Background: an optimization exercise with open tools, aiming at small area and a short achievable clock period. Do not read the settings as production practice.
RTL that was checked went through simulation tests only; none was proved equivalent to the original.
The clock port is modelled as an ideal driver, which makes a skipped or thinned clock tree look cheaper than it is; a real chip needs a root buffer or a tree.
Power and IR drop assume default switching activity.

branch lagoon:
// M216A_TopModule
module M216A_TopModule(
    input           clk_i,
    input           rst_i,
    input  [4 : 0]  width_i,
    input  [4 : 0]  height_i,
    output [7 : 0]  index_x_o,
    output [7 : 0]  index_y_o,
    output [3 : 0]  strike_o
);
Size: roughly 160 flip-flops, about 32 I/O pins, about 6900 um2 of cells after synthesis.
clock: 3.3 ns
lec_check: 0
abc_area: 1
cap_margin: 20
core_margin: 2
core_utilization: 40
cts_buf_list: sky130_fd_sc_hd__clkbuf_4 sky130_fd_sc_hd__clkbuf_8
cts_cluster_size: 30
setup_slack_margin: 1.7
slew_margin: 20
tns_end_percent: 0
run.sh (not shown) runs the stock make flow with config.mk's settings and CLKGATE_MAP_FILE= SYNTH_SCRIPT=/design/flow/synth_recipe.tcl, a recipe that flattens the netlist after the stock synthesis.
[inputs] branch umber vs branch lagoon
Settings: swapping 0 for 5 in TNS_END_PERCENT.
Results
Going from branch lagoon to branch umber, non-clock buffer count grew by more than a quarter.
branch lagoon and branch umber ended up with roughly the same clock group share of total power.
Delta (branch umber minus branch lagoon): layout overhead on the synthesized area +5.6 points; proportion of power drawn by combinational gates +1.4 points; largest driver fanout on the critical path -3; met2 wire length +5.7%; area after detailed placement ~0 delta.
Comparing fraction of area in multi-input gates for branch umber and branch lagoon, the smaller number came from branch lagoon.
Compared with branch lagoon, post-route total power in branch umber increased by a few percent.
On detail-routed via count per cell: branch umber sits below branch lagoon.
No functional check of the RTL was part of any run of this note.

* * *

## orange
Another version of the RTL of M216A_TopModule (not shown whole).
For scale: about 760 cells after synthesis, ~180 flip-flops, ~32 I/O pins, ~7400 um^2 of cells after synthesis.
==> flow/design.v (excerpt) <==
module M216A_TopModule(
    input           clk_i,
    input           rst_i,
    input  [4 : 0]  width_i,
    input  [4 : 0]  height_i,
    output [7 : 0]  index_x_o,
    output [7 : 0]  index_y_o,
    output [3 : 0]  strike_o
);
clock: 3.3 ns
lec_check: 0
abc_area: 1
cap_margin: 20
core_margin: 2
core_utilization: 40
cts_buf_list: sky130_fd_sc_hd__clkbuf_4 sky130_fd_sc_hd__clkbuf_8
cts_cluster_size: 30
setup_slack_margin: 1.65
slew_margin: 20
tns_end_percent: 100
standard.sh (not shown) runs the stock make flow with config.mk's settings and CLKGATE_MAP_FILE= SYNTH_SCRIPT=/design/flow/synth_recipe.tcl, a recipe that flattens the netlist after the stock synthesis.
==> flow/flow/run.sh <==
#!/bin/bash
# Standard ORFS layout with three changes: sizing may change a cell's footprint,
# the port buffers are buf_2 cells, and CTS adds no dummy loads.
set -euo pipefail
bash standard.sh synth > synth.log 2>&1
bash standard.sh MATCH_CELL_FOOTPRINT=0 \
  "BUFFER_PORTS_ARGS=-buffer_cell sky130_fd_sc_hd__buf_2" \
  "CTS_ARGS=-sink_clustering_enable -repair_clock_nets -dont_use_dummy_load -sink_clustering_size 30 -buf_list {sky130_fd_sc_hd__clkbuf_4 sky130_fd_sc_hd__clkbuf_8}" \
  finish > layout.log 2>&1
orange went all the way through the flow, and no timing, DRC or antenna check failed.
diff inputs: orange => blue
Settings: ABC_AREA: 1 -> unset; TNS_END_PERCENT: 100 -> 0; SETUP_SLACK_MARGIN: 1.65 -> 1.7.
Notes after the runs:
edfxtp_1 as the most common cell after layout, fill and taps aside was reported by blue, and nand2_1 by orange.
Compared with orange, in blue slew at the pin closest to its max-slew limit moved down, number of different library cells in the post-synthesis netlist climbed 50%, fraction of area in registers higher.
orange vs blue, largest family of logic cells by synthesized area: simple AND/OR/NAND/NOR gates vs compound AO/OA/AOI/OAI gates
No functional check of the RTL was part of any run of this note.

* * *

== the baseline ==
M216A_TopModule, a different RTL version from the one above (not shown whole).
For scale: ~760 cells after synthesis, ~180 flip-flops, roughly 7300 um2 of cells after synthesis.
## M216A_TopModule
module M216A_TopModule(
    input           clk_i,
    input           rst_i,
    input  [4 : 0]  width_i,
    input  [4 : 0]  height_i,
    output [7 : 0]  index_x_o,
    output [7 : 0]  index_y_o,
    output [3 : 0]  strike_o
);
    reg  [3:0] ph;             
    reg  [1:0] warm;           
    reg        clr;            
    reg        live_q;         
    reg  [9:0] k_q;            
    reg  [3:0] wm1_q;          
    reg  [6:0] a_q, b_q, c_q;
    reg  [6:0] mn_q;
    reg  [6:0] sum_q;          
    reg        we_q;           
    reg        strike_q;
    reg  [7:0] id_q;           
    reg  [6:0] x_q;
    reg  [6:0] y_q;
    reg        s_q;
    reg  [3:0] cnt_q;
    wire [6:0] occ [1:13];
    wire nrst   = ~rst_i;
    wire ph0    = ph[0];
    wire live_d = nrst & ph[3] & warm[1];
    wire [3:0] hi = height_i[3:0];
    wire [9:0] k_d;
    assign k_d[0] = (hi == 4'd4);
    assign k_d[1] = (hi == 4'd5);
    assign k_d[2] = (hi == 4'd6);
    assign k_d[3] = (hi == 4'd7);
    assign k_d[4] = (hi == 4'd8);
    assign k_d[5] = (hi == 4'd9);
    assign k_d[6] = (hi == 4'd10);
    assign k_d[7] = (hi == 4'd11);
    assign k_d[8] = (hi == 4'd12);
    assign k_d[9] = ~|k_d[8:0];
    wire k4  = k_q[0];
    wire k5  = k_q[1];
    wire k6  = k_q[2];
    wire k7  = k_q[3];
    wire k8  = k_q[4];
    wire k9  = k_q[5];
    wire k10 = k_q[6];
    wire k11 = k_q[7];
    wire k12 = k_q[8];
    wire k13 = k_q[9];
    wire [12:0] sel0 = {k13, 1'b0, 1'b0, k4, k12, k5, k11, k6, k10, k7, k9, 1'b0, k8};
  ...
export LEC_CHECK = 0
export ABC_AREA = 1
export CAP_MARGIN = 20
export CORE_MARGIN = 2
export CORE_UTILIZATION = 40
export CTS_BUF_LIST = sky130_fd_sc_hd__clkbuf_4 sky130_fd_sc_hd__clkbuf_8
export CTS_CLUSTER_SIZE = 30
export SETUP_SLACK_MARGIN = 1.7
export SLEW_MARGIN = 20
export TNS_END_PERCENT = 0
create_clock -name core_clock -period 3.3 [get_ports {clk_i}]
==> flow/flow/run.sh <==
#!/bin/bash
# Standard ORFS layout with these changes: sizing may change a cell's footprint,
# the port buffers are buf_2 cells, and the clock tree is the two-level tree
# that flow/cts_tree.tcl builds (see there).
set -euo pipefail
bash standard.sh synth > synth.log 2>&1
bash standard.sh MATCH_CELL_FOOTPRINT=0 \
  "BUFFER_PORTS_ARGS=-buffer_cell sky130_fd_sc_hd__buf_2" \
  "PRE_CTS_TCL=$PWD/flow/cts_tree.tcl" \
  finish > layout.log 2>&1
Other scripts of this flow, unchanged in this note and not shown: flow/flow/cts_tree.tcl
For the candidate, these inputs were changed with respect to the baseline:
Settings: a change of CORE_UTILIZATION from 40 to 55.
[summary]
Diff the baseline -> the candidate: period utilization went down, sequential share of layout area went up. Compared with the baseline, the detailed router inserted more vias in the candidate. For the final period demand of the worst path, the candidate came in 0.078 ns lower than the baseline did. Combinational cell power, the candidate and the baseline: lower on the baseline. The candidate: critical path depth lower than the baseline. The candidate vs. the baseline: final standard cell area without fillers went down by 0.75%. After detailed routing, the baseline needs less wire than the candidate.
Function was not checked in any run of this note: the RTL went through the layout flow alone. In every run of this note, the design's own scripts or RTL, not TritonCTS, make the clock network.

* * *

Another version of the RTL of M216A_TopModule (not shown whole).
Size in the first run: ~770 cells after synthesis, about 180 flip-flops, ~32 I/O pins, about 0.0073 mm² of cells after synthesis.
clock: 3.3 ns
lec_check: 0
abc_area: 1
cap_margin: 20
core_margin: 2
core_utilization: 40
cts_buf_list: sky130_fd_sc_hd__clkbuf_4 sky130_fd_sc_hd__clkbuf_8
cts_cluster_size: 30
setup_slack_margin: 1.7
slew_margin: 20
tns_end_percent: 0
Scripts as last shown in full above: flow/flow/run.sh
Other scripts of this flow, unchanged in this note and not shown: flow/flow/cts_tree.tcl
The starting point completed without violations.
Next try:
--- a/flow/config.mk
+++ b/flow/config.mk
@@ -9,5 +9,5 @@
 export CAP_MARGIN = 20
 export CORE_MARGIN = 2
-export CORE_UTILIZATION = 40
+export CORE_UTILIZATION = 55
 export CTS_BUF_LIST = sky130_fd_sc_hd__clkbuf_4 sky130_fd_sc_hd__clkbuf_8
 export CTS_CLUSTER_SIZE = 30
Result: Clock power hardly moves. Total power hardly moves. Synthesized area does not change.
Function was not checked in any run of this note: the RTL went through the layout flow alone. In every run of this note, the design's own scripts or RTL, not TritonCTS, make the clock network.

* * *

Setup of lane 1:
M216A_TopModule, a different RTL version from the one above (not shown whole).
Size: ~600 cells after synthesis, ~160 flip-flops, about 32 I/O pins, about 0.0068 mm² of cells after synthesis.
==> flow/design.v (excerpt) <==
module M216A_TopModule(
    input           clk_i,
    input           rst_i,
    input  [4 : 0]  width_i,
    input  [4 : 0]  height_i,
    output [7 : 0]  index_x_o,
    output [7 : 0]  index_y_o,
    output [3 : 0]  strike_o
);
Settings: LEC_CHECK=0, ABC_AREA=1, CAP_MARGIN=20, CORE_MARGIN=2, CORE_UTILIZATION=40, CTS_BUF_LIST=sky130_fd_sc_hd__clkbuf_4 sky130_fd_sc_hd__clkbuf_8, CTS_CLUSTER_SIZE=30, SETUP_SLACK_MARGIN=1.7, SLEW_MARGIN=20, TNS_END_PERCENT=0; clock period 3.3 ns.
run.sh (not shown) runs the stock make flow with config.mk's settings and CLKGATE_MAP_FILE= SYNTH_SCRIPT=/design/flow/synth_recipe.tcl, a recipe that flattens the netlist after the stock synthesis.
Stock flow here: none of the scripts above is used.
### lane 1 -> lane 2
Settings: clearing ABC_AREA, which used to be 1.
==> comparison <==
- In the metrics for lane 2 and lane 1, the one carrying the higher arrival time of the worst setup path is lane 2.
- The post-synthesis xor/xnor area fraction was comparable across lane 2 and lane 1.
- Critical path capture point: strip[6].v[3]$_DFFE_PP_ -> lane 2, strike_o[2] -> lane 1
- Lane 2 reached the end of the flow, and the finished layout is clean on the timing, DRC and antenna checks.
- Going from lane 1 to lane 2, the post-synth design cell area was found to have gone down by 2.1%.
- Compare lane 2 and lane 1 | die span in y higher: lane 1
- On lane 2: cell count along the critical path is 4 higher than what lane 1 gave.
- Comparing lane 2 and lane 1, portion of total power attributed to the clock network is lower on lane 1.
- Comparing lane 2 and lane 1, the higher share of the clock period used by the worst path after layout was measured on lane 2.

* * *

== the previous run ==
M216A_TopModule, a different RTL version from the one above (not shown whole).
Size in the first run: roughly 680 cells after synthesis, ~160 flip-flops, about 6900 um^2 of cells after synthesis.
Design M216A_TopModule, start of the top module:
module M216A_TopModule(
    input           clk_i,
    input           rst_i,
    input  [4 : 0]  width_i,
    input  [4 : 0]  height_i,
    output [7 : 0]  index_x_o,
    output [7 : 0]  index_y_o,
    output [3 : 0]  strike_o
);
==> flow/config.mk <==
export PLATFORM = sky130hd
export DESIGN_NAME = M216A_TopModule
export DESIGN_NICKNAME = M216A_TopModule
export VERILOG_FILES = /design/flow/design.v
export SDC_FILE = /design/flow/constraint.sdc
export NUM_CORES = 4
export LEC_CHECK = 0
export ABC_AREA = 1
export CAP_MARGIN = 20
export CORE_MARGIN = 2
export CORE_UTILIZATION = 40
export CTS_BUF_LIST = sky130_fd_sc_hd__clkbuf_4 sky130_fd_sc_hd__clkbuf_8
export CTS_CLUSTER_SIZE = 30
export SETUP_SLACK_MARGIN = 1.6
export SLEW_MARGIN = 20
==> flow/constraint.sdc <==
create_clock -name core_clock -period 3.3 [get_ports {clk_i}]
set_input_delay 0.6600 -clock core_clock [delete_from_list [all_inputs] [get_ports {clk_i}]]
set_output_delay 0.6600 -clock core_clock [all_outputs]
set_load 0.01 [all_outputs]
Modified inputs, the current run compared to the previous run
- clearing SETUP_SLACK_MARGIN, which used to be 1.6
- clearing CTS_BUF_LIST, which used to be sky130_fd_sc_hd__clkbuf_4 sky130_fd_sc_hd__clkbuf_8
- clearing CTS_CLUSTER_SIZE, which used to be 30
## What came out
Final critical-path required period delta for the current run relative to the previous run: 0.52 ns higher
For the previous run, the worst setup path startpoint was h_q[0], unlike the current run, where it was h_q[3].
When the current run is set beside the previous run, its combined area of the multi-input logic cells turns out to be 29% smaller.
The current run against the previous run: post-detailed-route via-to-cell ratio lost about 1.2%, number of clock-tree buffers in the layout picked up an extra 7.
No run of this note included a check of the RTL's function; only the layout flow was run.

separate check: timing with driven ports:
The flow's constraints put no driver on any port. The routed layouts listed below were extracted and timed again, unchanged, in two steps. Step 1 assumes that a clkbuf_16 drives the clock port and a buf_2 every other input. Step 2, shift: input delay + t, output delay - t, t = (earliest + latest rising clock arrival at the registers) / 2. This alone moves slack from input paths to output paths. a / b / c = no drivers / after step 1 / after step 2; a / b = the first two.
run	shift t [ns]	setup slack, ns	worst setup path after step 2
branch lagoon	0.489	1.386 / 1.386 / 1.090	input to register
branch umber	0.494	1.448 / 1.448 / 1.088	input to register
orange	0.492	1.618 / 1.618 / 1.526	input to register
blue	0.490	1.272 / 1.272 / 1.272	register to register
the baseline	0.363	1.544 / 1.544 / 1.497	input to register
the candidate	0.355	1.622 / 1.622 / 1.395	input to register
the first run of note 4	0.367	1.484 / 1.484 / 1.484	register to register
the second run of note 4	0.363	1.415 / 1.415 / 1.415	register to register
lane 1	0.494	1.423 / 1.389 / 0.989	input to register
lane 2	0.484	1.095 / 1.095 / 0.956	input to register
the previous run	0.503	1.324 / 1.324 / 0.950	input to register
the current run	0.467	0.807 / 0.807 / 0.807	register to register
After both steps every run listed still meets setup and hold. For lane 1, which loses most, drivers alone change the setup slack by -0.034 ns; drivers and shift together by -0.434 ns.
